What follows belongs to an exercise in optimizing a design on an open flow for small area; a production flow would make more cautious choices. Function was checked by simulation only, so behaviour that the tests miss may differ from the original. No activity file was given, so power comes from the tool's default toggle rates.

**flow/flow/run.sh**
```bash
#!/bin/bash
# Layout flow: the standard flow (standard.sh) with three changes.
#  1. After the standard synthesis, the combinational cells are mapped again
#     by ABC with an area-oriented script (flow/area.abc). The flip-flops
#     are black boxes in that step, so every register keeps its instance
#     name and cell type from the standard synthesis.
#  2. The ports are buffered with sky130_fd_sc_hd__buf_1.
#  3. Clock tree synthesis gets its own arguments (flow/cts_args.txt).
# Each tool's output goes to a log file of its own in this folder.
set -euo pipefail
LIB=$FLOW_HOME/platforms/sky130hd/lib/sky130_fd_sc_hd__tt_025C_1v80.lib
R=orfs/results/sky130hd/i2c_wrapper/base
DU=$(grep -A40 "DONT_USE_CELLS +=" $FLOW_HOME/platforms/sky130hd/config.mk | grep -oE "sky130_fd_sc_hd__[a-z0-9_]+" | sed 's/^/-dont_use /' | tr '\n' ' ')

bash standard.sh synth > 1_standard_synth.log 2>&1
cp $R/1_2_yosys.v std_synth.v
python3 flow/comb_lib.py $LIB comb.lib > 2_comb_lib.log 2>&1
yosys -p "read_liberty comb.lib; read_liberty -lib -nooverwrite $LIB; \
  read_verilog std_synth.v; hierarchy -check -top $FLOW_TOP; flatten; rename -hide w:*.*; hierarchy -top $FLOW_TOP; read_liberty -lib -nooverwrite $LIB; opt -purge; \
  abc -liberty $LIB $DU -script flow/area.abc; opt_clean -purge; \
  setundef -zero; \
  hilomap -singleton -hicell sky130_fd_sc_hd__conb_1 HI -locell sky130_fd_sc_hd__conb_1 LO; \
  insbuf -buf sky130_fd_sc_hd__buf_4 A X; opt_clean -purge; \
  check -assert -mapped; stat -liberty $LIB; \
  write_verilog -noattr -nohex -nodec reabc.v" > 3_reabc_yosys.log 2>&1
cp reabc.v $R/1_2_yosys.v
CTS=$(cat flow/cts_args.txt)
bash standard.sh 'BUFFER_PORTS_ARGS=-buffer_cell sky130_fd_sc_hd__buf_1' "CTS_ARGS=$CTS" finish > 4_standard_finish.log 2>&1
```
**flow/flow/area.abc**
```
&get -n
&st
&dc2
&dch -f
&nf -R 1000 -p -a
&st
&dc2
&dch -f
&nf -R 1000 -p -a
&put
topo
dnsize
```
**flow/flow/comb_lib.py**
```python
# Writes a copy of a liberty file that keeps only the combinational cells
# (no ff, latch or statetable groups), so that yosys can read their functions
# while the sequential cells stay black boxes.
import re, sys
txt = open(sys.argv[1]).read()
starts = [m.start() for m in re.finditer(r'\n\s*cell \(', txt)]
head = txt[:starts[0]]
starts.append(txt.rindex('}'))
keep = []
for a, b in zip(starts, starts[1:]):
    seg = txt[a:b]
    if re.search(r'\b(ff|latch|statetable)\s*\(', seg):
        continue
    keep.append(seg)
open(sys.argv[2], 'w').write(head + ''.join(keep) + '\n}\n')
```
**flow/flow/cts_args.txt**
```
-sink_clustering_enable -repair_clock_nets -dont_use_dummy_load -buf_list sky130_fd_sc_hd__clkbuf_8 -sink_clustering_size 16 -sink_clustering_max_diameter 30
```
**flow/standard.sh**
```bash
#!/bin/bash
# synth_recipe.tcl (not shown) runs the flow's synth.tcl, then flattens the netlist and writes it again
# the make line also repeats each setting of config.mk as NAME=value (left out here)
make -C /OpenROAD-flow-scripts/flow DESIGN_CONFIG=/design/flow/config.mk WORK_HOME=/design/flow/orfs CLKGATE_MAP_FILE= SYNTH_SCRIPT=/design/flow/synth_recipe.tcl "${@:-finish}"
```
**flow/config.mk**
```make
export PLATFORM = sky130hd
export DESIGN_NAME = i2c_wrapper
export DESIGN_NICKNAME = i2c_wrapper
export VERILOG_FILES = /design/flow/design.v
export SDC_FILE = /design/flow/constraint.sdc
export NUM_CORES = 4
export LEC_CHECK = 0
export CAP_MARGIN = 0
export CORE_MARGIN = 2
export CORE_UTILIZATION = 40
export SLEW_MARGIN = 0
```
**flow/constraint.sdc**
```tcl
create_clock -name core_clock -period 10.0 [get_ports {pclk}]
set_input_delay 2.0000 -clock core_clock [delete_from_list [all_inputs] [get_ports {pclk}]]
set_output_delay 2.0000 -clock core_clock [all_outputs]
set_load 0.01 [all_outputs]
```
**flow/design.v**
```verilog
module i2c_wrapper #(
    parameter ADDR_WIDTH = 8,
    parameter DATA_WIDTH = 32
)(
    input  logic                    pclk,
    input  logic                    presetn,
    input  logic [ADDR_WIDTH-1:0]   paddr,
    input  logic                    psel,
    input  logic                    penable,
    input  logic                    pwrite,
    input  logic [DATA_WIDTH-1:0]   pwdata,
    output logic [DATA_WIDTH-1:0]   prdata,
    output logic                    pready,
    output logic                    pslverr,
    input  logic                    sda_in,
    output logic                    sda_out,
    output wire                     scl
);
    wire a_ctl = (paddr == 8'h00);
    wire a_adr = (paddr == 8'h04);
    wire a_reg = (paddr == 8'h08);
    wire a_din = (paddr == 8'h0C);
    wire a_out = (paddr == 8'h10);
    wire a_sts = (paddr == 8'h14);
    wire a_ok  = a_ctl | a_adr | a_reg | a_din | a_out | a_sts;
    wire acc = psel & penable;
    wire wr  = acc & pwrite;
    assign pready  = acc;
    assign pslverr = acc & (~a_ok | (pwrite & (a_out | a_sts)));
    reg  [3:1]  ctrl;                  
    reg  [31:0] r_adr, r_reg, r_din;   
    reg  [31:0] r_out;                 
    reg         v_adr, v_reg, v_din, v_out;
    reg         st_busy, st_err;       
    wire op   = ctrl[1];
    wire mode = ctrl[2];
    always @(posedge pclk or negedge presetn) begin
        if (!presetn) begin
            ctrl  <= 3'd0;
            v_adr <= 1'b0;
            v_reg <= 1'b0;
            v_din <= 1'b0;
        end else begin
            if (wr & a_ctl) ctrl[3:1] <= pwdata[3:1];
            if (wr & a_adr) v_adr <= 1'b1;
            if (wr & a_reg) v_reg <= 1'b1;
            if (wr & a_din) v_din <= 1'b1;
        end
    end
    always @(posedge pclk) begin
        if (wr & a_adr) r_adr <= pwdata;
        if (wr & a_reg) r_reg <= pwdata;
        if (wr & a_din) r_din <= pwdata;
    end
    localparam [3:0] IDLE = 4'd0,  START = 4'd1,  SLV  = 4'd2,  ACK_SA = 4'd3,
                     REG  = 4'd4,  ACK_RA = 4'd5, WRD  = 4'd6,  ACK_WR = 4'd7,
                     RDD  = 4'd8,  MACK = 4'd9,   MNACK = 4'd10, STOP = 4'd11,
                     ACK_N = 4'd12,    
                     PRE = 4'd13;      
    reg [3:0] state;
    reg [3:0] bitcnt;
    reg [1:0] byte_idx;
    reg [1:0] q;           
    reg [6:0] s;           
    reg       sda_t;
    reg       ack_err;
    reg [6:0] sa;          
    reg [7:0] sr;          
    reg [31:0] buf_q;      
    reg       sa_v, sr_v;
    wire busy = (state != IDLE) & (state != PRE);
    wire start_wr = wr & a_ctl & pwdata[0];
    wire term = s[6] & ~s[5] & s[4] & s[2] & s[0];    
    wire clk3 = (q == 2'd2) & term;
    wire clk4 = (q == 2'd3) & term;
    wire bit_last = bitcnt[3];
    always @(posedge pclk) begin
        if (!busy | term) s <= 7'd1;
        else              s <= {s[5:0], s[6] ^ s[5]};
        if (!busy)        q <= 2'd0;
        else if (term)    q <= q + 2'd1;
    end
    wire last_byte = mode ? (byte_idx == 2'd3) : (byte_idx == 2'd0);
    wire [1:0] tsel   = mode ? byte_idx : 2'd0;
    wire [2:0] bsel   = 3'd7 - bitcnt[2:0];
    wire tx_bit  = buf_q[{~tsel, 3'd7}];
    wire sa_bit  = (bitcnt[2:0] == 3'd7) ? op : (sa[bsel - 3'd1] & sa_v);
    wire sr_bit  = sr[bsel] & sr_v;
    wire sample = (state == RDD) & ~bit_last & clk3;
    wire rot    = (state == WRD) & ~bit_last & clk4;
    wire [3:0] sh;
    assign sh[0] = rot | (sample & (~mode | (byte_idx == 2'd3)));    
    assign sh[1] = rot | (sample & mode & (byte_idx == 2'd2));
    assign sh[2] = rot | (sample & mode & (byte_idx == 2'd1));
    assign sh[3] = rot | (sample & mode & (byte_idx == 2'd0));
    wire rd_enter = (state == ACK_RA) & clk4 & op;
    wire keep = busy & ~rd_enter;
    wire [31:0] prev;
    wire [31:0] buf_d;
    wire [3:0]  buf_en;
    genvar k;
    generate
        for (k = 0; k < 4; k = k + 1) begin : g_byte
            assign prev[8*k +: 8] = {buf_q[8*k +: 7], rot ? buf_q[8*k+7] : sda_in};
            assign buf_en[k] = ~busy | rd_enter | sh[k];
        end
    endgenerate
    assign buf_d = ({32{keep}} & prev) | ({32{~busy & v_din}} & r_din);
    integer i;
    always @(posedge pclk) begin
        for (i = 0; i < 4; i = i + 1)
            if (buf_en[i]) buf_q[8*i +: 8] <= buf_d[8*i +: 8];
        if (!busy) begin
            sa    <= r_adr[6:0];
            sr    <= r_reg[7:0];
            sa_v  <= v_adr;
            sr_v  <= v_reg;
        end
    end
    always @(posedge pclk or negedge presetn) begin
        if (!presetn) begin
            state    <= IDLE;
            sda_t    <= 1'b1;
            bitcnt   <= 4'd0;
            byte_idx <= 2'd0;
            ack_err  <= 1'b0;
            v_out    <= 1'b0;
        end else begin
            case (state)
            IDLE, PRE: begin
                ack_err <= 1'b0;
                sda_t   <= 1'b1;
                bitcnt  <= 4'd0;
                byte_idx <= 2'd0;
                state   <= (state == PRE) ? START : start_wr ? PRE : IDLE;
            end
            START: begin
                sda_t  <= ~q[1];
                if (clk4) state <= SLV;
            end
            SLV, REG, WRD: begin
                if (!bit_last) begin
                    if (q == 2'd1)
                        sda_t <= (state == SLV) ? sa_bit : (state == REG) ? sr_bit : tx_bit;
                    if (clk4) bitcnt <= bitcnt + 4'd1;
                end else begin
                    bitcnt <= 4'd0;
                    state  <= state + 4'd1;
                end
            end
            ACK_SA, ACK_RA, ACK_WR: begin
                if (clk3 & sda_in) state <= ACK_N;
                if (clk4) begin
                    if (state == ACK_SA) begin
                        state <= REG;
                    end else if (state == ACK_RA) begin
                        state <= op ? RDD : WRD;
                    end else begin
                        if (last_byte) state <= STOP;
                        else begin byte_idx <= byte_idx + 2'd1; state <= WRD; end
                    end
                end
            end
            ACK_N: begin
                if (clk4) begin
                    ack_err <= 1'b1;
                    state   <= STOP;
                end
            end
            RDD: begin
                if (!bit_last) begin
                    if (clk4) bitcnt <= bitcnt + 4'd1;
                end else begin
                    bitcnt <= 4'd0;
                    state  <= last_byte ? MNACK : MACK;
                end
            end
            MACK: begin
                sda_t  <= 1'b0;
                if (clk4) begin
                    byte_idx <= byte_idx + 2'd1;
                    state    <= RDD;
                end
            end
            MNACK: begin
                sda_t  <= ~clk4;
                if (clk4) begin
                    v_out <= 1'b1;
                    state <= STOP;
                end
            end
            STOP: begin
                sda_t  <= q[1];
                if (clk4) state <= start_wr ? PRE : IDLE;
            end
            default: state <= IDLE;
            endcase
        end
    end
    always @(posedge pclk) begin
        if ((state == MNACK) & clk4) r_out <= buf_q;
        st_busy <= busy;
        st_err  <= ack_err;
    end
    wire s_first = (s == 7'd1);
    assign scl = ~busy | (state == START) |
                 ((state == STOP) ? (q[1] | (q[0] & ~s_first))
                                  : (q[1] & (q[0] | ~s_first)));
    wire sda_en = ~(~busy | (state == ACK_SA) | (state == ACK_RA) |
                    (state == ACK_WR) | (state == ACK_N) | (state == RDD) |
                    ((state == START) & (q == 2'd0) & s_first));
    assign sda_out = ~sda_en | sda_t;
    wire s_adr = a_adr & v_adr;
    wire s_reg = a_reg & v_reg;
    wire s_din = a_din & v_din;
    wire s_out = a_out & v_out;
    assign prdata = ({32{s_adr}} & r_adr) | ({32{s_reg}} & r_reg) |
                    ({32{s_din}} & r_din) | ({32{s_out}} & r_out) |
                    {28'd0, {3{a_ctl}} & ctrl, 1'b0} | {30'd0, {2{a_sts}} & {st_err, st_busy}};
endmodule
```
==> results of run 1 <==
==> worst max-delay path by stage <==
stage	depth (start not counted)	end
after floorplan	6	prdata[10]
after global placement	8	prdata[18]
after detailed placement	8	prdata[18]
after CTS	8	prdata[18]
after global routing	8	prdata[17]
final	8	prdata[18]
==> worst max-delay path: cells and delay by family <==
kind | cells | cell delay, ns
AO/OA/AOI/OAI | 1 | 0.31
buffers and inverters | 2 | 0.22
AND/OR/NAND/NOR | 5 | 1.56
==> stage by stage <==
stage               setup slack, ns  total power (uW)
floorplan                     3.147             954.1
global placement              3.903             968.1
detailed placement            3.935             969.1
CTS                           3.919              1616
global route                  3.694              1656
finish                        3.887              1595
==> power by group <==
group,internal (uW),leakage (uW),total [uW],switching [uW]
combinational,6.15,0.000958,18.2,12.1
sequential,933,0.00193,934,0.702
clock,341,0.000280,643,302
total,1280,0.00317,1600,315
==> final cells by class <==
class,instances,area [um^2]
clock buffers,39,536.8
fillers,1795,10260
inverters,5,18.77
multi-input cells,335,2092
flip-flops and latches,207,6012
well taps,265,331.6
repair buffers,94,401.6
==> metal layers <==
layer  vias up  routed length (um)  track usage (%)  part of all wire (%)
li1       2454                   -                -                     -
met1      2597                8833            26.64                    45
met2       255                8627            27.03                    44
met3        40                1617            4.250                   8.3
met4         2                 433            6.117                   2.2
met5         -                  13                0                 0.067
==> metrics.md, run 1 <==
| Metric | Value |
|---|---|
| Final hold slack | 0.3753 ns |
| Tmin final | 6.113 ns |
| Mapped Area | between 8000 and 9000 um^2 |
| Num ports | 82 |
| Die ar. | ~21000 um^2 |
| Syn_nets | 593 |
| Hold EP | st_err$_DFF_P_ |
| Number of nets in the layout | 728 |
| Largest net degree at the start of global routing | 34 |
| Synth Warn # | 1 |
| Leakage power total | 0.003171 uW |
| GR Util All Layers | a little under a fifth |
| Min-delay src | ack_err$_DFFE_PN0P_ |
| DR vias/cell | 5.659 |
| Clock Latency Late Sink | 0.54 ns |
| Worst reg2reg path depth | 7 |
| Critical Path AT | 4.11 ns |
| Critical path startpoint | paddr[1] |
| Number of setup buffers added after CTS | 0 |
| Placer Congestion | 0.8613 |
| Detailed Place HPWL | 12020 um |
| Worst EP required | 8.00 ns |
| Clk slew on worst S/H paths | 0.04 ns |
| FF-to-FF End | buf_q[16]$_DFFE_PP_ |
| Antenna diode count | 0 |
| Worst-path fanout max | 31 |
| CP Cell Sequence | buf_1, nor3_1, nand2_1, or2_0, nor2_4, a222oi_1, nand2_1, buf_1 |
| Post-DP Area | 8856 um^2 |
| Fin. max-slew vios | 0 |
| Num rows | 51 |
| Finished Layout Cells | 945 |
| Placed cell count | 906 |
| CTS buffer count | 39 |
| Worst path max stage delay | 0.75 ns |
| CP Capture Type | primary output |
| MaxCap Viol Count | 0 |
| Number of global-route vias before repair | ~5.4k |
| Final setup viols | 0 |
| Drt first pass iters | 5 |
| Initial core utilization | between 40% and 50% |
| First DRT Iteration DRCs | 589 |
| Clk buf depth | 3 |
| Setup slack, reg-to-reg | 6.68 ns |
| Crit-path slowest cell | nor2_4 |
| Max VDD drop | 0.0001072 V |
| Areal power density over the cells | 169.9 nW/um^2 |
| Root buffer cell | clkbuf_8 |
| Global-route wire length before repair | about 30000 um |
| Avg WL per Cell | 20.66 um |
| H-tree depth | 2 |
| Drc violations | 0 |
| Syn_area_per_cell | 14.75 um^2 |
| WHS Path Cells | 0 |
| Share of cells above drive strength 1 | 9.412% |
| Vias | 5348 |
| Total Wirelength | 19530 um |
| Status | finished clean |
| Core area | 19650 um^2 |
| Worst-margin pin slew | 1.246 ns |
| Hold Buf Count CTS | 0 |
| Reg-to-reg startpoint | state[0]$_DFFE_PN0P_ |
| Antenna violations before repair | 1 |
| Critical path class | primary input to primary output |
| Clk sinks | 207 |
| Die Width | around 150 um |
| TritonCTS clock tree | yes |
| DIE HEIGHT | 146.0 um |
| Final hold violations | 0 |
| Worst slew margin | between 10% and 20% |
| Final global-route overflow total | 0 |
| Buffers added on ports | 81 |
| Finished layout cell area | 9393 um^2 |
| Antenna Nets Post-Route | 0 |
| Clock Skews | 0.07140 ns |
| Kind of start point of the critical path | primary input |
| Post-CTS sizing | 0 |
| RSZ-0062 raised after global routing | false |
| Setup TNS | 0 ns |
| Final core area utilization | 47.79% |
| Achievable Freq | around 0.16 GHz |
| Area delta synth->final | 16.41% |
| Most common cell after layout, fill and taps aside | edfxtp_1 |
| Most frequent cells in the layout | edfxtp_1 (177), nand2_1 (102), buf_1 (81) |
| Mapped Cells | 547 |
| Tightest Hold Check Type | register to register |
| Tcrit/Tclk final | a little over 60% |
==> inputs of run 2 (changes only) <==
==> flow/flow/cts_args.txt (replaced) <==
-sink_clustering_enable -repair_clock_nets -dont_use_dummy_load -buf_list sky130_fd_sc_hd__clkbuf_4 -sink_clustering_size 10 -sink_clustering_max_diameter 40
--- a/flow/config.mk
+++ b/flow/config.mk
@@ -8,4 +8,5 @@
 export CAP_MARGIN = 0
 export CORE_MARGIN = 2
 export CORE_UTILIZATION = 40
+export GPL_TIMING_DRIVEN = 0
 export SLEW_MARGIN = 0
==> metrics.md, run 2 <==
| Metric | Value |
|---|---|
| Critical path class | primary input to primary output |
| Register area | 6012 um^2 |
| Antenna Nets Post-Route | 0 |
| Hold Buf Count CTS | 0 |
| Die ar. | 21320 um^2 |
| Kind of start point of the critical path | primary input |
| Tcrit/Tclk final | 62.52% |
| Area delta synth->final | 14.14% |
| Buffers added on ports | 81 |
| Global-route wire length before repair | ~30000 um |
| Final core area utilization | 46.86% |
| Mapped Cells | 547 |
| Setup TNS | 0 ns |
| Final hold slack | approximately 0.4 ns |
| Achievable Freq | around 0.16 GHz |
| GR Util All Layers | between 10% and 20% |
| Most common cell after layout, fill and taps aside | edfxtp_1 |
| Max VDD drop | 0.00009964 V |
| Tightest Hold Check Type | register to register |
| H-tree depth | 1 |
| Areal power density over the cells | 144.8 nW/um^2 |
| Worst slew margin | 12.25% |
| Clock Latency Late Sink | 0.65 ns |
| CP Capture Type | primary output |
| Placer Congestion | between 0.8 and 0.9 |
| Worst EP required | roughly 8.0 ns |
| Clk sinks | 207 |
| Tmin final | 6.252 ns |
| Synth Warn # | 1 |
| CTS buffer count | 28 |
| Status | finished clean |
| Drt first pass iters | 6 |
| Syn_nets | about 600 |
| Share of cells above drive strength 1 | under 10% |
| Root buffer cell | clkbuf_4 |
| Antenna violations before repair | 1 |
| Worst-margin pin slew | 1.303 ns |
| Pwr Total | between 1000 and 1500 uW |
| Clock Skews | 0.05434 ns |
| Avg WL per Cell | 20.59 um |
| MaxCap Viol Count | 0 |
| Num rows | 51 |
| Largest net degree at the start of global routing | 34 |
| Post-CTS sizing | 0 |
| DIE HEIGHT | ~150 um |
| Leakage power total | about 0.003 uW |
| Syn_area_per_cell | 14.75 um^2 |
| Total Wirelength | 19320 um |
| Clk buf depth | 3 |
| RSZ-0062 raised after global routing | false |
| Critical Path AT | between 4 and 5 ns |
| Multi-input gate area | 2097 um^2 |
| Number of setup buffers added after CTS | 0 |
| Final global-route overflow total | 0 |
| # fillers | 1841 |
| Number of nets in the layout | 721 |
| Fin. max-slew vios | 0 |
| Number of global-route vias before repair | 5374 |
| Detailed Place HPWL | 12670 um |
| Initial core utilization | 41.06% |
| Die Width | ~150 um |
| Mapped Area | 8069 um^2 |
| Vias | 5296 |
| Clk slew on worst S/H paths | 0.08 ns |
| Antenna diode count | 0 |
| Worst-path fanout max | 13 |
| Num ports | 82 |
| TritonCTS clock tree | yes |
| Drc violations | 0 |
| First DRT Iteration DRCs | 608 |
| DR vias/cell | 5.646 |
| Core area | 19650 um^2 |
| Final hold violations | 0 |
| Most frequent cells in the layout | edfxtp_1 (177), nand2_1 (102), buf_1 (81) |
| Final setup viols | 0 |
run 2: metal layers:
metal / part of all wire (%) / routed length, um / vias to the layer above / global-route usage, %
li1: - / - / 2447 / -
met1: 44 / 8437 / 2592 / 25.21
met2: 47 / 9081 / 219 / 29.17
met3: 7.6 / 1473 / 36 / 3.531
met4: 1.6 / 310 / 2 / 3.447
met5: 0.067 / 13 / - / 0
run 2: worst max-delay path: stages:
cell and delay [ns]:
buf_1 0.07, nor3_1 0.17, nand2_1 0.13, or2_0 0.42, nor3b_2 0.52, buf_6 0.22
buf_6 0.16, buf_8 0.16, a222oi_1 0.10, nand2_1 0.14, buf_1 0.16
run 2: where the power goes:
group | switching, uW | total, uW | internal (uW) | leakage, uW
sequential | 0.655 | 931 | 931 | 0.00193
combinational | 12.1 | 18.0 | 5.89 | 0.000992
clock | 257 | 385 | 128 | 0.000129
total | 269 | 1330 | 1060 | 0.00305
run 2: area by class of cell:
class                      count  share of cell area [%]
multi-input combinational    335                   22.77
sequential                   207                   65.28
timing repair buffer          98                   5.869
tap                          265                   3.600
inverter                       5                  0.2038
clock buffer                  28                   2.282
run 2: final timing paths:
check                                       end                  from  cells past startpoint  slack (ns)
min reg2reg                      st_err$_DFF_P_   ack_err$_DFFE_PN0P_                      0        0.41
min                              st_err$_DFF_P_   ack_err$_DFFE_PN0P_                      0        0.41
max                                  prdata[18]              paddr[1]                     11        3.75
min in group asynchronous     v_din$_DFFE_PN0P_               presetn                      1        1.59
max reg2reg                 buf_q[24]$_DFFE_PP_  state[0]$_DFFE_PN0P_                      6        6.41
max in group asynchronous  state[3]$_DFFE_PN0P_               presetn                      1        7.66
run 2: stage by stage:
| step | setup slack, ns | instance area [um^2] | std cells |
|---|---|---|---|
| 2_1_floorplan | 3.147 | 8069 | 547 |
| 3_3_place_gp | 0.5879 | 8705 | 893 |
| 3_5_place_dp | 3.754 | 8992 | 909 |
| 4_1_cts | 3.725 | 9203 | 937 |
| 5_1_grt | 3.557 | 9210 | 938 |
| 6_report | 3.748 | 9210 | 938 |
==> inputs of run 3 (changes only) <==
--- a/flow/config.mk
+++ b/flow/config.mk
@@ -8,5 +8,4 @@
 export CAP_MARGIN = 0
 export CORE_MARGIN = 2
 export CORE_UTILIZATION = 40
-export GPL_TIMING_DRIVEN = 0
 export SLEW_MARGIN = 0
==> metrics.md, run 3 <==
| Metric | Value |
|---|---|
| First DRT Iteration DRCs | around 600 |
| Number of setup buffers added after CTS | 0 |
| CP Capture Type | primary output |
| Post-CTS sizing | 0 |
| Buffers added on ports | 81 |
| Initial core utilization | 41.06% |
| Most frequent cells in the layout | edfxtp_1 (177), nand2_1 (102), buf_1 (81) |
| Final setup viols | 0 |
| CP top delay family | simple AND/OR/NAND/NOR gates |
| Mapped Area | around 8100 um^2 |
| Crit-path slowest cell | nor2_4 |
| Die Width | 146.0 um |
| Largest net degree at the start of global routing | 34 |
| Placer Congestion | 0.8613 |
| Final hold violations | 0 |
| CP Buf/Inv Count | 2 |
| Detailed Place HPWL | between 10000 and 15000 um |
| Tightest Hold Check Type | register to register |
| Number of nets in the layout | 720 |
| Antenna Nets Post-Route | 0 |
| Avg WL per Cell | 20.67 um |
| Fin. max-slew vios | 0 |
| Areal power density over the cells | 149.1 nW/um^2 |
| DR vias/cell | 5.702 |
| Drt first pass iters | 6 |
| Core area | 19650 um^2 |
| Total Wirelength | 19370 um |
| Clk buf depth | 3 |
| Critical path class | primary input to primary output |
| Critical Path AT | 4.11 ns |
| MaxCap Viol Count | 0 |
| Most common cell after layout, fill and taps aside | edfxtp_1 |
| Die ar. | 21320 um^2 |
| Synth Warn # | 1 |
| Tmin final | 6.107 ns |
| Share of cells above drive strength 1 | 8.333% |
| Max VDD drop | 0.00009930 V |
| Clk slew on worst S/H paths | ~0.070 ns |
| Worst-margin pin slew | 1.255 ns |
| Antenna violations before repair | 1 |
| Syn_area_per_cell | between 10 and 15 um^2 |
| Leakage power total | around 0.0030 uW |
| DIE HEIGHT | between 100 and 150 um |
| RSZ-0062 raised after global routing | false |
| Antenna diode count | 0 |
| Mapped Cells | 547 |
| Clock Latency Late Sink | 0.72 ns |
| Tcrit/Tclk final | 61.07% |
| CP Cell Sequence | buf_1, nor3_1, nand2_1, or2_0, nor2_4, a222oi_1, nand2_1, buf_1 |
| Placed cell count | 906 |
| H-tree depth | 1 |
| Num ports | approximately 80 |
| Worst EP required | 8.00 ns |
| Kind of start point of the critical path | primary input |
| Num rows | slightly above 50 |
| Worst slew margin | between 10% and 20% |
| Setup TNS | 0 ns |
| Area delta synth->final | 12.64% |
| Root buffer cell | clkbuf_4 |
| Worst path max stage delay | 0.74 ns |
| Final global-route overflow total | 0 |
| Global-route wire length before repair | 30120 um |
| Hold Buf Count CTS | 0 |
| Worst-path fanout max | 31 |
| Finished Layout Cells | 937 |
| TritonCTS clock tree | yes |
| Drc violations | 0 |
| Achievable Freq | between 0.15 and 0.2 GHz |
| GR Util All Layers | between 10% and 20% |
| Clock Skews | 0.1087 ns |
| Number of global-route vias before repair | 5309 |
| CTS buffer count | 31 |
| Status | finished clean |
| Clk sinks | a little over 200 |
| Vias | roughly 5.3k |
| Syn_nets | approximately 600 |
==> run 3: power by group <==
part	total [uW]	internal (uW)	switching, uW
clock network	405	141	265
registers	931	931	0.705
logic	18.2	6.15	12.0
==> run 3: layer usage <==
| metal | wire length, um | global-route usage [%] |
|---|---|---|
| met2 | 8551 | 27.03 |
| met1 | 8981 | 26.43 |
| met5 | 13 | 0 |
| met4 | 449 | 5.388 |
| met3 | 1370 | 3.562 |
==> run 3: path summary, 6_finish.rpt <==
| path | startpoint | endpoint | slack, ns | depth (start not counted) |
|---|---|---|---|---|
| max | paddr[1] | prdata[18] | 3.89 | 8 |
| min | ack_err$_DFFE_PN0P_ | st_err$_DFF_P_ | 0.38 | 0 |
| max reg2reg | state[0]$_DFFE_PN0P_ | buf_q[17]$_DFFE_PP_ | 6.72 | 7 |
| min reg2reg | ack_err$_DFFE_PN0P_ | st_err$_DFF_P_ | 0.38 | 0 |
| max in group asynchronous | presetn | sda_t$_DFFE_PN1P_ | 8.40 | 2 |
| min in group asynchronous | presetn | byte_idx[1]$_DFFE_PN0P_ | 1.24 | 2 |
==> run 3: cell type report <==
class / count / area, um^2
fill: 1817 / 10570
sequential: 207 / 6012
multi-input combinational: 335 / 2092
timing repair buffer: 94 / 401.6
tap: 265 / 331.6
clock buffer: 31 / 232.7
inverter: 5 / 18.77
==> run 3: through the flow <==
step	worst slack, ns	power, uW	util (%)	hold WS (ns)	area (um^2)
after floorplan	3.147	954.1	-	0.3480	8069
after global placement	3.903	968.1	45.06	0.3639	8856
after detailed placement	3.935	969.1	45.06	0.3675	8856
after CTS	3.919	1371	46.24	0.3856	9089
after global routing	3.695	1407	46.24	0.4005	9089
final	3.893	1355	46.24	0.3836	9089
==> inputs of run 4 (changes only) <==
--- a/flow/config.mk
+++ b/flow/config.mk
@@ -7,5 +7,5 @@
 export LEC_CHECK = 0
 export CAP_MARGIN = 0
 export CORE_MARGIN = 2
-export CORE_UTILIZATION = 40
+export CORE_UTILIZATION = 50
 export SLEW_MARGIN = 0
==> metrics.md, run 4 <==
| Metric | Value |
|---|---|
| Status | finished clean |
| CP Cell Sequence | buf_1, nor3_1, nand2_1, or2_0, nor3b_2, buf_4, a222oi_1, nand2_1, buf_1 |
| Tcrit/Tclk final | between 60% and 70% |
| Clk network pwr share | between 20% and 30% |
| Syn_nets | a little under 600 |
| Leakage power total | ~0.0030 uW |
| Die ar. | 17170 um^2 |
| CP Capture Type | primary output |
| Grt met1 use | 34.38% |
| Detailed Place HPWL | about 12000 um |
| Max VDD drop | 0.00009086 V |
| Number of nets in the layout | 721 |
| Clk buf depth | 3 |
| Final core area utilization | 57.06% |
| Hold Buf Count CTS | 0 |
| Die Width | ~130 um |
| Number of global-route vias before repair | 5236 |
| Top Usage Layer GRT | met2 |
| Switching share of total power | 20.27% |
| Critical path class | primary input to primary output |
| Final hold violations | 0 |
| First DRT Iteration DRCs | 575 |
| Drt first pass iters | 6 |
| RSZ-0062 raised after global routing | false |
| Final setup viols | 0 |
| Share of cells above drive strength 1 | approximately 8.5% |
| Placer Congestion | 0.8715 |
| Vias | about 5.4k |
| Largest net degree at the start of global routing | 34 |
| Number of setup buffers added after CTS | 0 |
| Worst slew margin | 25.22% |
| Internal | 1073 uW |
| TritonCTS clock tree | yes |
| Gate power share | 1.4% |
| Worst path max stage delay | about 0.73 ns |
| Tmin final | 6.429 ns |
| Tightest Hold Check Type | register to register |
| Synth Warn # | 1 |
| Most common cell after layout, fill and taps aside | edfxtp_1 |
| Clock Skews | 0.1337 ns |
| CP Buf/Inv Count | 3 |
| Fin. max-slew vios | 0 |
| Achievable Freq | 0.1555 GHz |
| DR vias/cell | 6.028 |
| Kind of start point of the critical path | primary input |
| Mapped Area | 8069 um^2 |
| CTS buffer count | 30 |
| Psw | 272.8 uW |
| Setup TNS | 0 ns |
| Clk sinks | 207 |
| GR Layer Usage met2 | 36.21% |
| H-tree depth | 1 |
| Global-route wire length before repair | roughly 30000 um |
| Avg WL per Cell | 21.89 um |
| GRT met3 Usage | ~4.1% |
| Total Wirelength | 19480 um |
| Antenna Nets Post-Route | 0 |
| Register share of total power | 69.2% |
| Mapped Cells | 547 |
| Worst EP required | 8.00 ns |
| Initial core utilization | 50.98% |
| Most frequent cells in the layout | edfxtp_1 (177), nand2_1 (102), buf_1 (81) |
| Post-CTS sizing | 0 |
| Core area | approximately 16000 um^2 |
| Areal power density over the cells | 149.0 nW/um^2 |
| Clock Latency Late Sink | 0.70 ns |
| Syn_area_per_cell | approximately 15 um^2 |
| Num ports | 82 |
| CP top delay family | simple AND/OR/NAND/NOR gates |
| Num rows | 46 |
| Area delta synth->final | 11.92% |
| DIE HEIGHT | roughly 130 um |
| Buffers added on ports | 81 |
| Clk slew on worst S/H paths | about 0.10 ns |
| Antenna violations before repair | 1 |
| Crit-path slowest cell | nor3b_2 |
| MaxCap Viol Count | 0 |
| Worst-path fanout max | 22 |
| GR Util All Layers | 23.26% |
| # fillers | ~1.3k |
| Drc violations | 0 |
| Root buffer cell | clkbuf_4 |
| Final global-route overflow total | 0 |
| Critical Path AT | 4.43 ns |
| Worst-margin pin slew | 1.112 ns |
[run 4: layout make-up]
| type | count | area [um^2] | share of cell area [%] |
|---|---|---|---|
| multi-input cells | 335 | 2086 | 23.10 |
| diodes | 1 | 2.502 | 0.02771 |
| inverters | 5 | 18.77 | 0.2078 |
| well taps | 216 | 270.3 | 2.993 |
| clock buffers | 30 | 225.2 | 2.494 |
| repair buffers | 96 | 416.7 | 4.613 |
| flip-flops and latches | 207 | 6012 | 66.57 |
[run 4: final timing paths]
path,end,slack (ns),from,cells after the start
setup reg to reg,buf_q[3]$_DFFE_PP_,6.68,s[2]$_SDFF_PP0_,6
hold / removal,st_err$_DFF_P_,0.38,ack_err$_DFFE_PN0P_,0
hold reg to reg,st_err$_DFF_P_,0.38,ack_err$_DFFE_PN0P_,0
max in group asynchronous,sda_t$_DFFE_PN1P_,8.35,presetn,2
setup / recovery,prdata[31],3.57,paddr[1],9
min in group asynchronous,ctrl[2]$_DFFE_PN0N_,1.27,presetn,2
[run 4: routing by layer]
metal  wire [um]  vias to the layer above
li1            -                     2447
met1        8601                     2651
met2        8881                      233
met3        1571                       34
met4         423                        0
met5           0                        -
[run 4: stage by stage]
step                      setup slack [ns]  hold WS [ns]  total power, uW  instances  cell area (um^2)
after global placement               3.553        0.3632            968.0        859              8803
after global routing                 3.376        0.3997             1399        890              9031
after CTS                            3.537        0.3803             1360        889              9029
after floorplan                      3.147        0.3480            954.1        547              8069
after detailed placement             3.522        0.3570            969.0        859              8803
final                                3.571        0.3817             1346        890              9031
[run 4: power groups by stage]
stage / clock (uW) / sequential, uW / combinational (uW)
final: 396 / 931 / 18.3
after global routing: 446 / 931 / 20.9
after CTS: 410 / 931 / 18.4
after detailed placement: 0 / 951 / 18.3
after global placement: 0 / 951 / 17.2
after floorplan: 0 / 951 / 3.38
==> inputs of run 5 (changes only) <==
==> flow/flow/cts_args.txt (replaced) <==
-sink_clustering_enable -repair_clock_nets -dont_use_dummy_load -buf_list sky130_fd_sc_hd__clkbuf_4 -sink_clustering_size 12 -sink_clustering_max_diameter 30
--- a/flow/config.mk
+++ b/flow/config.mk
@@ -7,5 +7,5 @@
 export LEC_CHECK = 0
 export CAP_MARGIN = 0
 export CORE_MARGIN = 2
-export CORE_UTILIZATION = 50
+export CORE_UTILIZATION = 40
 export SLEW_MARGIN = 0
==> metrics.md, run 5 <==
| Metric | Value |
|---|---|
| Syn_area_per_cell | 14.75 um^2 |
| Share of cells above drive strength 1 | under 10% |
| Antenna violations before repair | 1 |
| Max VDD drop | a little over 0.00009 V |
| Final hold violations | 0 |
| Drt first pass iters | 8 |
| Antenna Nets Post-Route | 0 |
| Global-route wire length before repair | 30300 um |
| GR Util All Layers | 18.15% |
| DR vias/cell | 5.607 |
| First DRT Iteration DRCs | between 600 and 700 |
| Setup slack, reg-to-reg | 6.72 ns |
| Clk slew on worst S/H paths | 0.06 ns |
| Final core area utilization | 46.55% |
| Post-DP Area | 8856 um^2 |
| MaxCap Viol Count | 0 |
| Clk sinks | 207 |
| Buffers added on ports | 81 |
| Tmin final | ~6.1 ns |
| DIE HEIGHT | 146.0 um |
| Critical path class | primary input to primary output |
| Final global-route overflow total | 0 |
| Number of setup buffers added after CTS | 0 |
| Most common cell after layout, fill and taps aside | edfxtp_1 |
| Area delta synth->final | 13.38% |
| Core area | 19650 um^2 |
| Mapped Area | between 8000 and 9000 um^2 |
| Worst-path fanout max | 31 |
| Most frequent cells in the layout | edfxtp_1 (177), nand2_1 (102), buf_1 (81) |
| Avg WL per Cell | 20.47 um |
| Placer Congestion | 0.8613 |
| Clk buf depth | 3 |
| Worst-margin pin slew | 1.192 ns |
| Root buffer cell | clkbuf_4 |
| Die Width | 146.0 um |
| Tightest Hold Check Type | register to register |
| Initial core utilization | 41.06% |
| TritonCTS clock tree | yes |
| Number of global-route vias before repair | 5364 |
| Status | finished clean |
| Tcrit/Tclk final | 60.95% |
| Finished layout cell area | between 9000 and 10000 um^2 |
| Final hold slack | 0.3836 ns |
| Detailed Place HPWL | 12020 um |
| Syn_nets | 593 |
| Mapped Cells | about 550 |
| H-tree depth | 2 |
| Leakage power total | 0.003070 uW |
| Areal power density over the cells | 153.2 nW/um^2 |
| Final setup viols | 0 |
| Vias | 5299 |
| Post-CTS sizing | 0 |
| RSZ-0062 raised after global routing | false |
| Num ports | 82 |
| Setup TNS | 0 ns |
| Critical Path AT | 4.10 ns |
| Fin. max-slew vios | 0 |
| Die ar. | between 20000 and 25000 um^2 |
| CTS buffer count | 39 |
| # fillers | 1814 |
| CP Capture Type | primary output |
| Number of nets in the layout | 728 |
| Largest net degree at the start of global routing | 34 |
| Final worst slack | 3.905 ns |
| Worst EP required | 8.00 ns |
| Kind of start point of the critical path | primary input |
| Synth Warn # | 1 |
| Antenna diode count | 0 |
| Achievable Freq | 0.1641 GHz |
| Hold Buf Count CTS | 0 |
| Worst slew margin | about a fifth |
| Num rows | 51 |
| Clock Skews | roughly 0.11 ns |
| Clock Latency Late Sink | 0.66 ns |
| Place WS | 3.935 ns |
| Total Wirelength | 19340 um |
| Drc violations | 0 |
==> run 5: changes by cell type in the layout (fill, tap and decap cells not counted) <==
cell	before	now
and2_1	1	0
nor3_2	2	1
clkbuf_4	30	39
buf_4	15	13
diode_2	1	0
nor3_4	0	1
and2_0	8	9
==> run 5: report_power, final <==
group | switching, uW | internal [uW] | total, uW
combinational | 12.1 | 6.15 | 18.3
clock | 273 | 178 | 452
sequential | 0.703 | 931 | 932
total | 286 | 1120 | 1400
==> run 5: cell type report <==
cell class,count,area [um^2],share of cell area (%)
clock buffers,39,292.8,3.200
inverters,5,18.77,0.2051
multi-input cells,335,2092,22.87
flip-flops and latches,207,6012,65.71
well taps,265,331.6,3.624
repair buffers,94,401.6,4.390
==> run 5: final timing paths <==
| kind | start | end | cells after the start |
|---|---|---|---|
| max | paddr[1] | prdata[18] | 8 |
| min | ack_err$_DFFE_PN0P_ | st_err$_DFF_P_ | 0 |
| max reg2reg | state[0]$_DFFE_PN0P_ | buf_q[21]$_DFFE_PP_ | 7 |
| min reg2reg | ack_err$_DFFE_PN0P_ | st_err$_DFF_P_ | 0 |
| max in group asynchronous | presetn | sda_t$_DFFE_PN1P_ | 2 |
| min in group asynchronous | presetn | ctrl[3]$_DFFE_PN0N_ | 2 |
==> run 5: metal layers <==
metal	vias to the layer above	GRT usage (%)	share of wire (%)	wire length, um
met5	-	0	0.083	16
li1	2469	-	-	-
met1	2566	26.51	45	8760
met4	2	6.505	2.3	444
met2	221	26.89	44	8578
met3	41	4.063	8.0	1543
==> run 5: per-stage QoR <==
step / cells / power, uW
6_report: 945 / 1402
5_1_grt: 945 / 1464
4_1_cts: 945 / 1423
3_5_place_dp: 906 / 969.1
3_3_place_gp: 906 / 968.1
2_1_floorplan: 547 / 954.1
==> run 5: critical path, stage by stage <==
cell,delay (ns)
buf_1,0.07
nor3_1,0.17
nand2_1,0.13
or2_0,0.40
nor2_4,0.73
a222oi_1,0.31
nand2_1,0.13
buf_1,0.15
==> inputs of run 6 (changes only) <==
==> flow/flow/cts_args.txt (replaced) <==
-sink_clustering_enable -repair_clock_nets -dont_use_dummy_load -buf_list sky130_fd_sc_hd__clkbuf_4 -sink_clustering_size 12 -sink_clustering_max_diameter 40
==> metrics.md, run 6 <==
| Metric | Value |
|---|---|
| Status | finished clean |
| CP Capture Type | primary output |
| Post-DP Area | 8856 um^2 |
| Register share of total power | 69.3% |
| Tcrit/Tclk final | 61.02% |
| Number of nets in the layout | 719 |
| Number of global-route vias before repair | 5318 |
| Worst-path fanout max | 31 |
| Initial core utilization | roughly 41% |
| Antenna violations before repair | 1 |
| Switching share of total power | about a fifth |
| Buffers added on ports | 81 |
| Clock Latency Late Sink | 0.69 ns |
| Psw | ~270 uW |
| Clk slew on worst S/H paths | about 0.070 ns |
| H-tree depth | 1 |
| Post-CTS sizing | 0 |
| CTS buffer count | 30 |
| Core area | 19650 um^2 |
| Internal | 1073 uW |
| Worst EP required | 8.00 ns |
| Fin. max-slew vios | 0 |
| Drc violations | 0 |
| Tmin final | 6.102 ns |
| Clock Skews | 0.09739 ns |
| Critical path class | primary input to primary output |
| Finished layout cell area | about 9100 um^2 |
| Placer Congestion | 0.8613 |
| Avg WL per Cell | roughly 20 um |
| Num ports | 82 |
| Kind of start point of the critical path | primary input |
| Drt first pass iters | 6 |
| DIE HEIGHT | 146.0 um |
| Critical Path AT | 4.10 ns |
| TritonCTS clock tree | yes |
| Final global-route overflow total | 0 |
| Hold Buf Count CTS | 0 |
| Areal power density over the cells | 148.1 nW/um^2 |
| Antenna Nets Post-Route | 0 |
| Die Width | 146.0 um |
| Share of cells above drive strength 1 | 8.197% |
| Number of setup buffers added after CTS | 0 |
| DR vias/cell | 5.667 |
| RSZ-0062 raised after global routing | false |
| Max VDD drop | 0.00008935 V |
| Largest net degree at the start of global routing | 34 |
| Gate power share | 1.4% |
| Clk buf depth | 3 |
| Syn_area_per_cell | 14.75 um^2 |
| Final setup viols | 0 |
| Setup TNS | 0 ns |
| Detailed Place HPWL | 12020 um |
| Most common cell after layout, fill and taps aside | edfxtp_1 |
| GR Util All Layers | 17.79% |
| Num rows | 51 |
| Most frequent cells in the layout | edfxtp_1 (177), nand2_1 (102), buf_1 (81) |
| Worst-margin pin slew | 1.247 ns |
| Die ar. | between 20000 and 25000 um^2 |
| Clk sinks | around 210 |
| Achievable Freq | 0.1639 GHz |
| Tightest Hold Check Type | register to register |
| Global-route wire length before repair | roughly 30000 um |
| Antenna diode count | 0 |
| Clk network pwr share | between 20 and 30% |
| Worst slew margin | 16.00% |
| Leakage power total | between 0.003 and 0.004 uW |
| Mapped Cells | 547 |
| Mapped Area | just over 8000 um^2 |
| Synth Warn # | 1 |
| Syn_nets | 593 |
| MaxCap Viol Count | 0 |
| Total Wirelength | 19240 um |
| Root buffer cell | clkbuf_4 |
| Final hold violations | 0 |
| First DRT Iteration DRCs | 614 |
| Vias | 5304 |
| Area delta synth->final | 12.54% |
run 6: cell type report:
cell class | count | area [um^2]
multi-input combinational | 335 | 2092
timing repair buffer | 94 | 401.6
fill | 1811 | 10570
clock buffer | 30 | 225.2
tap | 265 | 331.6
inverter | 5 | 18.77
sequential | 207 | 6012
run 6: through the flow:
step                utilization [%]  cells  hold WS [ns]  setup WS (ns)  power [uW]
global route                  46.21    936        0.4005          3.695        1398
CTS                           46.21    936        0.3857          3.919        1362
global placement              45.06    906        0.3639          3.903       968.1
finish                        46.21    936        0.3859          3.898        1345
floorplan                         -    547        0.3480          3.147       954.1
detailed placement            45.06    906        0.3675          3.935       969.1
run 6: routing by layer:
| metal | track usage (%) | part of all wire (%) |
|---|---|---|
| met5 | 0 | 0.068 |
| met4 | 4.903 | 2.1 |
| met3 | 3.594 | 7.4 |
| met2 | 26.98 | 45 |
| met1 | 26.33 | 46 |
run 6: path summary, 6_finish.rpt:
check                           cells past startpoint  slack [ns]                  from                 endpoint
worst max register to register                      7        6.68  state[0]$_DFFE_PN0P_      buf_q[18]$_DFFE_PP_
worst max-delay path                                8        3.90              paddr[1]               prdata[18]
min in group asynchronous                           2        1.28               presetn  byte_idx[1]$_DFFE_PN0P_
max in group asynchronous                           2        8.39               presetn        sda_t$_DFFE_PN1P_
worst min register to register                      0        0.39   ack_err$_DFFE_PN0P_           st_err$_DFF_P_
worst min-delay path                                0        0.39   ack_err$_DFFE_PN0P_           st_err$_DFF_P_
run 6: worst max-delay path: stages:
cell	delay, ns
buf_1	0.07
nor3_1	0.17
nand2_1	0.12
or2_0	0.40
nor2_4	0.74
a222oi_1	0.30
nand2_1	0.13
buf_1	0.15
run 6: power groups by stage:
stage | logic, uW | registers, uW | clock network (uW)
6_report | 18.2 | 931 | 395
5_1_grt | 20.7 | 931 | 446
4_1_cts | 18.6 | 931 | 412
3_5_place_dp | 18.4 | 951 | 0
3_3_place_gp | 17.4 | 951 | 0
2_1_floorplan | 3.38 | 951 | 0
==> inputs of run 7 (changes only) <==
--- a/flow/design.v
+++ b/flow/design.v
@@ -121,17 +121,11 @@
         if (!presetn) begin
             state    <= IDLE;
             sda_t    <= 1'b1;
-            bitcnt   <= 4'd0;
-            byte_idx <= 2'd0;
-            ack_err  <= 1'b0;
             v_out    <= 1'b0;
         end else begin
             case (state)
             IDLE, PRE: begin
-                ack_err <= 1'b0;
                 sda_t   <= 1'b1;
-                bitcnt  <= 4'd0;
-                byte_idx <= 2'd0;
                 state   <= (state == PRE) ? START : start_wr ? PRE : IDLE;
             end
             START: begin
@@ -142,9 +136,7 @@
                 if (!bit_last) begin
                     if (q == 2'd1)
                         sda_t <= (state == SLV) ? sa_bit : (state == REG) ? sr_bit : tx_bit;
-                    if (clk4) bitcnt <= bitcnt + 4'd1;
                 end else begin
-                    bitcnt <= 4'd0;
                     state  <= state + 4'd1;
                 end
             end
@@ -157,28 +149,24 @@
                         state <= op ? RDD : WRD;
                     end else begin
                         if (last_byte) state <= STOP;
-                        else begin byte_idx <= byte_idx + 2'd1; state <= WRD; end
+                        else state <= WRD;
                     end
                 end
             end
             ACK_N: begin
                 if (clk4) begin
-                    ack_err <= 1'b1;
                     state   <= STOP;
                 end
             end
             RDD: begin
                 if (!bit_last) begin
-                    if (clk4) bitcnt <= bitcnt + 4'd1;
                 end else begin
-                    bitcnt <= 4'd0;
                     state  <= last_byte ? MNACK : MACK;
                 end
             end
             MACK: begin
                 sda_t  <= 1'b0;
                 if (clk4) begin
-                    byte_idx <= byte_idx + 2'd1;
                     state    <= RDD;
                 end
             end
@@ -196,6 +184,16 @@
             default: state <= IDLE;
             endcase
         end
+    end
+    wire idle_like = ~busy;
+    wire in_data   = (state == SLV) | (state == REG) | (state == WRD) | (state == RDD);
+    wire bc_inc    = in_data & ~bit_last & clk4;
+    wire bc_clr    = idle_like | (in_data & bit_last);
+    wire bi_inc    = ((state == ACK_WR) & clk4 & ~last_byte) | ((state == MACK) & clk4);
+    always @(posedge pclk) begin
+        bitcnt   <= (bitcnt + {3'd0, bc_inc}) & {4{~bc_clr}};
+        byte_idx <= (byte_idx + {1'b0, bi_inc}) & {2{~idle_like}};
+        ack_err  <= (ack_err | ((state == ACK_N) & clk4)) & ~idle_like;
     end
     always @(posedge pclk) begin
         if ((state == MNACK) & clk4) r_out <= buf_q;
==> flow/flow/cts_args.txt (replaced) <==
-sink_clustering_enable -repair_clock_nets -dont_use_dummy_load -buf_list sky130_fd_sc_hd__clkbuf_8 -sink_clustering_size 14 -sink_clustering_max_diameter 50
==> metrics.md, run 7 <==
| Metric | Value |
|---|---|
| Status | finished clean |
| CTS buffer count | 25 |
| Largest net degree at the start of global routing | 34 |
| Critical path class | primary input to primary output |
| Buffers added on ports | between 80 and 90 |
| Final global-route overflow total | 0 |
| Critical Path AT | 4.68 ns |
| Setup TNS | 0 ns |
| Worst-margin pin slew | roughly 1.2 ns |
| Leakage power total | between 0.003 and 0.004 uW |
| Final hold violations | 0 |
| Final hold slack | about 0.36 ns |
| Tmin final | 6.675 ns |
| Area delta synth->final | 13.87% |
| Number of nets in the layout | 718 |
| Drc violations | 0 |
| Detailed Place HPWL | 12160 um |
| Switching share of total power | 27.72% |
| Hold Buf Count CTS | 0 |
| Core area | 19590 um^2 |
| Num ports | between 80 and 90 |
| Global-route wire length before repair | 30430 um |
| Share of cells above drive strength 1 | between 6 and 7% |
| Drt first pass iters | 7 |
| Syn_area_per_cell | 14.57 um^2 |
| Clk network pwr share | between 20% and 30% |
| Pwr Total | ~2000 uW |
| TritonCTS clock tree | yes |
| WL met2 | ~9400 um |
| Achievable Freq | roughly 0.15 GHz |
| Most common cell after layout, fill and taps aside | edfxtp_1 |
| Max VDD drop | 0.0001048 V |
| Synth Warn # | 1 |
| Final setup viols | 0 |
| Mapped Area | about 8000 um^2 |
| Areal power density over the cells | 216.6 nW/um^2 |
| FF-to-FF End | buf_q[2]$_DFFE_PP_ |
| First DRT Iteration DRCs | 445 |
| Total Wirelength | 19420 um |
| Register share of total power | 58.1% |
| Num rows | 51 |
| WHS Path Cells | 0 |
| Top routing layer used | met4 |
| Tcrit/Tclk final | 66.76% |
| Clk buf depth | 3 |
| Clock Skews | 0.03951 ns |
| Kind of start point of the critical path | primary input |
| Min-delay src | ack_err$_DFF_P_ |
| Post-CTS sizing | 0 |
| Number of setup buffers added after CTS | 0 |
| Worst-path fanout max | 21 |
| H-tree depth | 1 |
| Fin. max-slew vios | 0 |
| DR vias/cell | 5.694 |
| MaxCap Viol Count | 0 |
| Internal | ~1400 uW |
| DIE HEIGHT | approximately 150 um |
| Gate power share | 17.2% |
| Mapped Cells | 551 |
| RSZ-0062 raised after global routing | false |
| Hold EP | st_err$_DFF_P_ |
| CP Capture Type | primary output |
| Met3 Wirelength | 1271 um |
| Metal-1 WL | 8157 um |
| Die ar. | around 21000 um^2 |
| Root buffer cell | clkbuf_8 |
| Vias | 5324 |
| Most frequent cells in the layout | edfxtp_1 (177), nand2_1 (82), buf_1 (81) |
| Place WS | ~3.3 ns |
| Worst reg2reg path depth | 7 |
| Tightest Hold Check Type | register to register |
| Placer Congestion | 0.8912 |
| Final worst slack | 3.325 ns |
| Clk slew on worst S/H paths | roughly 0.050 ns |
| Antenna violations before repair | 0 |
| Psw | 548.8 uW |
| Clk sinks | ~210 |
| Die Width | 145.7 um |
| Avg WL per Cell | between 20 and 25 um |
| Antenna Nets Post-Route | 0 |
| Worst EP required | 8.00 ns |
| Initial core utilization | 40.97% |
| GR Util All Layers | 18.17% |
| # fillers | 1759 |
| Syn_nets | 597 |
| Reg-to-reg startpoint | state[2]$_DFFE_PN0P_ |
| Clock Latency Late Sink | 0.54 ns |
| Worst slew margin | between 15 and 20% |
| Setup slack, reg-to-reg | 6.02 ns |
| Number of global-route vias before repair | 5478 |
| Antenna diode count | 0 |
==> run 7: layout make-up <==
cell class | count | area [um^2] | share of cell area (%)
flip-flops and latches | 207 | 5977 | 65.39
well taps | 265 | 331.6 | 3.628
clock buffers | 25 | 344.1 | 3.765
inverters | 5 | 18.77 | 0.2053
repair buffers | 94 | 401.6 | 4.394
multi-input cells | 339 | 2067 | 22.61
==> run 7: through the flow <==
step / utilization (%) / area (um^2) / std cells
6_report: 46.66 / 9140 / 935
5_1_grt: 46.66 / 9140 / 935
4_1_cts: 46.66 / 9140 / 935
3_5_place_dp: 44.90 / 8796 / 910
3_3_place_gp: 44.90 / 8796 / 910
2_1_floorplan: - / 8026 / 551
==> run 7: worst max path at each step <==
stage / slack (ns) / cells after the start / start / to
6_report: 3.32 / 9 / paddr[7] / prdata[8]
5_1_grt: 3.12 / 9 / paddr[7] / prdata[10]
4_1_cts: 3.30 / 9 / paddr[7] / prdata[14]
3_5_place_dp: 3.30 / 9 / paddr[7] / prdata[14]
3_3_place_gp: 3.39 / 9 / paddr[7] / prdata[8]
2_1_floorplan: 2.85 / 6 / paddr[7] / prdata[10]
==> run 7: metal layers <==
| metal | GRT usage, % | vias to the layer above |
|---|---|---|
| met5 | 0 | - |
| met4 | 5.735 | 0 |
| met3 | 3.135 | 48 |
| met2 | 30.71 | 195 |
| met1 | 24.10 | 2625 |
| li1 | - | 2456 |
==> run 7: power groups by stage <==
stage / registers [uW] / clock network [uW] / logic [uW]
global placement: 1160 / 0 / 335
global route: 1160 / 544 / 375
CTS: 1150 / 507 / 341
floorplan: 1140 / 0 / 237
finish: 1150 / 489 / 340
detailed placement: 1170 / 0 / 339
==> run 7: critical path, cell delays in order <==
cell      delay [ns]
buf_1           0.06
or3_1           0.39
nor4_1          0.34
nand2_1         0.21
nor3b_2         0.81
buf_4           0.43
a222oi_1        0.16
nand2_1         0.11
buf_1           0.16
==> inputs of run 8 (changes only) <==
==> flow/flow/cts_args.txt (replaced) <==
-sink_clustering_enable -repair_clock_nets -dont_use_dummy_load -buf_list sky130_fd_sc_hd__clkbuf_4
==> metrics.md, run 8 <==
| Metric | Value |
|---|---|
| Clk sinks | 207 |
| Mapped Cells | 551 |
| First DRT Iteration DRCs | 453 |
| Achievable Freq | 0.1498 GHz |
| DR vias/cell | 5.723 |
| Die ar. | ~21000 um^2 |
| Drt first pass iters | 5 |
| Detailed Place HPWL | 12160 um |
| Worst EP required | about 8.0 ns |
| Most common cell after layout, fill and taps aside | edfxtp_1 |
| Syn_nets | between 500 and 600 |
| Antenna violations before repair | 0 |
| Number of global-route vias before repair | 5701 |
| Share of cells above drive strength 1 | 10.86% |
| Met3 Wirelength | 1731 um |
| Post-CTS sizing | 0 |
| Die Width | 145.7 um |
| Largest net degree at the start of global routing | 34 |
| Setup TNS | 0 ns |
| Most frequent cells in the layout | edfxtp_1 (177), nand2_1 (82), buf_1 (81) |
| Final worst slack | ~3.3 ns |
| Avg WL per Cell | 20.39 um |
| Hold EP | st_err$_DFF_P_ |
| Final global-route overflow total | 0 |
| Core area | between 15000 and 20000 um^2 |
| Max VDD drop | 0.00008757 V |
| Status | finished clean |
| Area delta synth->final | 14.73% |
| Leakage power total | approximately 0.0031 uW |
| Synth Warn # | 1 |
| CTS buffer count | 55 |
| Reg-to-reg startpoint | state[2]$_DFFE_PN0P_ |
| Initial core utilization | 40.97% |
| CP Capture Type | primary output |
| Critical Path AT | 4.67 ns |
| Post-DP Area | 8796 um^2 |
| MaxCap Viol Count | 0 |
| Total Wirelength | 19680 um |
| Mapped Area | 8026 um^2 |
| Num ports | 82 |
| Syn_area_per_cell | 14.57 um^2 |
| Global-route wire length before repair | 30790 um |
| Vias | 5523 |
| Fin. max-slew vios | 0 |
| Placer Congestion | ~0.89 |
| TritonCTS clock tree | yes |
| Top routing layer used | met4 |
| Final setup viols | 0 |
| Hold Buf Count CTS | 0 |
| Tmin final | about 6.7 ns |
| Clock Latency Late Sink | 0.66 ns |
| GR Util All Layers | 18.55% |
| Final hold violations | 0 |
| Number of setup buffers added after CTS | 0 |
| RSZ-0062 raised after global routing | false |
| # fillers | 1791 |
| WL met2 | 9551 um |
| WHS Path Cells | 0 |
| Kind of start point of the critical path | primary input |
| Num rows | 51 |
| Finished layout cell area | 9209 um^2 |
| Drc violations | 0 |
| Antenna diode count | 0 |
| Worst slew margin | 14.85% |
| Critical path class | primary input to primary output |
| Areal power density over the cells | around 220 nW/um^2 |
| Place WS | 3.305 ns |
| DIE HEIGHT | about 150 um |
| Metal-1 WL | 7835 um |
| Worst-margin pin slew | 1.264 ns |
| Clock Skews | a little under 0.1 ns |
| Number of nets in the layout | 748 |
| Tcrit/Tclk final | about two thirds |
| Worst reg2reg path depth | 7 |
| Buffers added on ports | 81 |
| Worst-path fanout max | 21 |
| Setup slack, reg-to-reg | between 6 and 7 ns |
| Tightest Hold Check Type | register to register |
| Min-delay src | ack_err$_DFF_P_ |
| H-tree depth | 2 |
| Antenna Nets Post-Route | 0 |
| Clk buf depth | 3 |
| FF-to-FF End | buf_q[7]$_DFFE_PP_ |
| Root buffer cell | clkbuf_4 |
| Clk slew on worst S/H paths | 0.05 ns |
## run 8: metal layers
layer  up-vias  track usage, %
met2       262           30.66
met1      2678           23.72
met5         -               0
met3        50           4.295
li1       2533               -
met4         0           7.647
## run 8: layout make-up
class                   count  area (um^2)  share of cell area (%)
inverters                   5        18.77                  0.2038
well taps                 265        331.6                   3.601
flip-flops and latches    207         5977                   64.90
repair buffers             94        401.6                   4.361
multi-input cells         339         2067                   22.45
clock buffers              55        412.9                   4.484
## run 8: where the power goes
part | total, uW | internal (uW) | switching [uW]
logic | 340 | 138 | 202
registers | 1150 | 1070 | 78.7
clock network | 540 | 247 | 292
total | 2030 | 1460 | 573
## run 8: through the flow
stage                     hold slack, ns  std cells  power, uW  util [%]
final                             0.3533        965       2032     47.01
after global routing              0.3648        965       2142     47.01
after CTS                         0.3560        965       2055     47.01
after detailed placement          0.3417        910       1507     44.90
after global placement            0.3549        910       1500     44.90
after floorplan                   0.3315        551       1374         -
## run 8: worst max-delay path by stage
stage | startpoint | endpoint | slack (ns)
after global placement | paddr[7] | prdata[8] | 3.39
after floorplan | paddr[7] | prdata[10] | 2.85
after CTS | paddr[7] | prdata[14] | 3.30
after detailed placement | paddr[7] | prdata[14] | 3.30
after global routing | paddr[7] | prdata[10] | 3.12
final | paddr[7] | prdata[14] | 3.33
## run 8: critical path, stage by stage
cell and delay, ns:
buf_1 0.06, or3_1 0.39, nor4_1 0.34, nand2_1 0.20, nor3b_2 0.82, buf_4 0.42, a222oi_1 0.15, nand2_1 0.10
buf_1 0.16
==> inputs of run 9 (changes only) <==
==> flow/flow/cts_args.txt (replaced) <==
-sink_clustering_enable -repair_clock_nets -dont_use_dummy_load -buf_list sky130_fd_sc_hd__clkbuf_8
==> metrics.md, run 9 <==
| Metric | Value |
|---|---|
| Mapped Cells | roughly 550 |
| Hold Buf Count CTS | 0 |
| Placed cell count | 910 |
| DR vias/cell | between 5 and 6 |
| RSZ-0062 raised after global routing | false |
| Metal-1 WL | 8054 um |
| Root buffer cell | clkbuf_8 |
| Tightest Hold Check Type | register to register |
| Finished Layout Cells | 947 |
| Area delta synth->final | 15.93% |
| Buffers added on ports | 81 |
| Number of nets in the layout | 730 |
| Final hold violations | 0 |
| Critical path class | primary input to primary output |
| Final worst slack | roughly 3.3 ns |
| Place WS | about 3.3 ns |
| Largest net degree at the start of global routing | 34 |
| Drt first pass iters | 8 |
| Mapped Area | 8026 um^2 |
| Max VDD drop | 0.0001300 V |
| Areal power density over the cells | 226.8 nW/um^2 |
| WHS Path Cells | 0 |
| Clk sinks | 207 |
| Leakage power total | around 0.0031 uW |
| Clock Skews | about 0.038 ns |
| First DRT Iteration DRCs | 420 |
| Post-CTS sizing | 0 |
| GR Util All Layers | 18.46% |
| Fin. max-slew vios | 0 |
| DIE HEIGHT | 145.7 um |
| Tcrit/Tclk final | 66.72% |
| Placer Congestion | ~0.89 |
| Detailed Place HPWL | 12160 um |
| Syn_nets | 597 |
| Met3 Wirelength | 1498 um |
| Antenna Nets Post-Route | 0 |
| Critical Path AT | 4.67 ns |
| Die ar. | 21220 um^2 |
| Number of global-route vias before repair | 5574 |
| Most frequent cells in the layout | edfxtp_1 (177), nand2_1 (82), buf_1 (81) |
| Global-route wire length before repair | 30620 um |
| Clock Latency Late Sink | 0.51 ns |
| Number of setup buffers added after CTS | 0 |
| Worst slew margin | between 15 and 20% |
| Final setup viols | 0 |
| MaxCap Viol Count | 0 |
| Share of cells above drive strength 1 | 8.504% |
| Die Width | between 100 and 150 um |
| Avg WL per Cell | about 21 um |
| Tmin final | 6.672 ns |
| Num rows | between 50 and 60 |
| Worst reg2reg path depth | 7 |
| Num ports | 82 |
| Initial core utilization | 40.97% |
| Core area | between 15000 and 20000 um^2 |
| Final global-route overflow total | 0 |
| Worst-path fanout max | 21 |
| H-tree depth | 2 |
| Vias | 5393 |
| Antenna diode count | 0 |
| Final hold slack | approximately 0.35 ns |
| Syn_area_per_cell | 14.57 um^2 |
| TritonCTS clock tree | yes |
| CTS buffer count | 37 |
| Final core area utilization | between 40% and 50% |
| Setup TNS | 0 ns |
| Status | finished clean |
| Achievable Freq | 0.1499 GHz |
| Clk slew on worst S/H paths | 0.05 ns |
| Top routing layer used | met4 |
| Worst EP required | 8.00 ns |
| Worst-margin pin slew | 1.253 ns |
| Clk buf depth | 3 |
| Total Wirelength | 19580 um |
| Most common cell after layout, fill and taps aside | edfxtp_1 |
| Kind of start point of the critical path | primary input |
| Synth Warn # | 1 |
| WL met2 | 9595 um |
| Antenna violations before repair | 0 |
| Drc violations | 0 |
| CP Capture Type | primary output |
## run 9: final cells by class
type                    count  area [um^2]
clock buffers              37        509.2
fillers                  1753        10280
inverters                   5        18.77
multi-input cells         339         2067
flip-flops and latches    207         5977
well taps                 265        331.6
repair buffers             94        401.6
## run 9: metrics by stage
step | cell area [um^2] | total power (uW)
2_1_floorplan | 8026 | 1374
3_3_place_gp | 8796 | 1500
3_5_place_dp | 8796 | 1507
4_1_cts | 9305 | 2134
5_1_grt | 9305 | 2216
6_report | 9305 | 2111
## run 9: final timing paths
check | start | slack [ns] | to
worst max-delay path | paddr[7] | 3.33 | prdata[8]
worst min-delay path | ack_err$_DFF_P_ | 0.35 | st_err$_DFF_P_
worst max register to register | state[2]$_DFFE_PN0P_ | 6.03 | buf_q[5]$_DFFE_PP_
worst min register to register | ack_err$_DFF_P_ | 0.35 | st_err$_DFF_P_
max in group asynchronous | presetn | 7.87 | v_din$_DFFE_PN0P_
min in group asynchronous | presetn | 1.60 | state[2]$_DFFE_PN0P_
## run 9: critical path, stage by stage
cell and delay (ns):
buf_1 0.06, or3_1 0.39, nor4_1 0.34, nand2_1 0.20, nor3b_2 0.81, buf_4 0.42
a222oi_1 0.16, nand2_1 0.11, buf_1 0.16
## run 9: metal layers
layer / track usage (%) / up-vias
li1: - / 2477
met1: 23.88 / 2641
met3: 4.514 / 39
met2: 30.76 / 236
met4: 6.078 / 0
met5: 0 / -
## run 9: power breakdown
| part | internal, uW | total [uW] | switching, uW |
|---|---|---|---|
| Clock | 326 | 618 | 293 |
| Sequential | 1070 | 1150 | 78.5 |
| Combinational | 138 | 340 | 202 |

separate check: timing with driven ports:
The results above use ideal ports. As a check the final layouts listed here were re-extracted and re-timed, cells and wires unchanged. Step 1 sets driving cells, clkbuf_16 on the clock port and buf_2 on the other inputs (assumed; they add their load-dependent delay and slew). Step 2 times the ports against the registers' clock, not the clock port: input delays grow and output delays shrink by t, the midpoint of the rising clock arrivals with the driver on. Slacks: ideal / step 1 / step 2; pairs: ideal / step 1.
run | t (ns) | slack for setup (ns) | worst setup path at the end | worst register clock-pin slew, ns
run 1 | 0.541 | 3.887 / 3.866 / 3.866 | input to output | 0.07 / 0.07
run 2 | 0.655 | 3.748 / 3.726 / 3.726 | input to output | 0.11 / 0.11
run 3 | 0.700 | 3.893 / 3.872 / 3.872 | input to output | 0.11 / 0.11
run 4 | 0.672 | 3.571 / 3.549 / 3.549 | input to output | 0.10 / 0.10
run 5 | 0.635 | 3.905 / 3.884 / 3.884 | input to output | 0.11 / 0.11
run 6 | 0.682 | 3.898 / 3.877 / 3.877 | input to output | 0.12 / 0.12
run 7 | 0.556 | 3.325 / 3.298 / 3.298 | input to output | 0.09 / 0.09
run 8 | 0.647 | 3.326 / 3.299 / 3.299 | input to output | 0.07 / 0.07
run 9 | 0.528 | 3.328 / 3.301 / 3.301 | input to output | 0.06 / 0.06
After both steps every run listed still meets setup and hold.
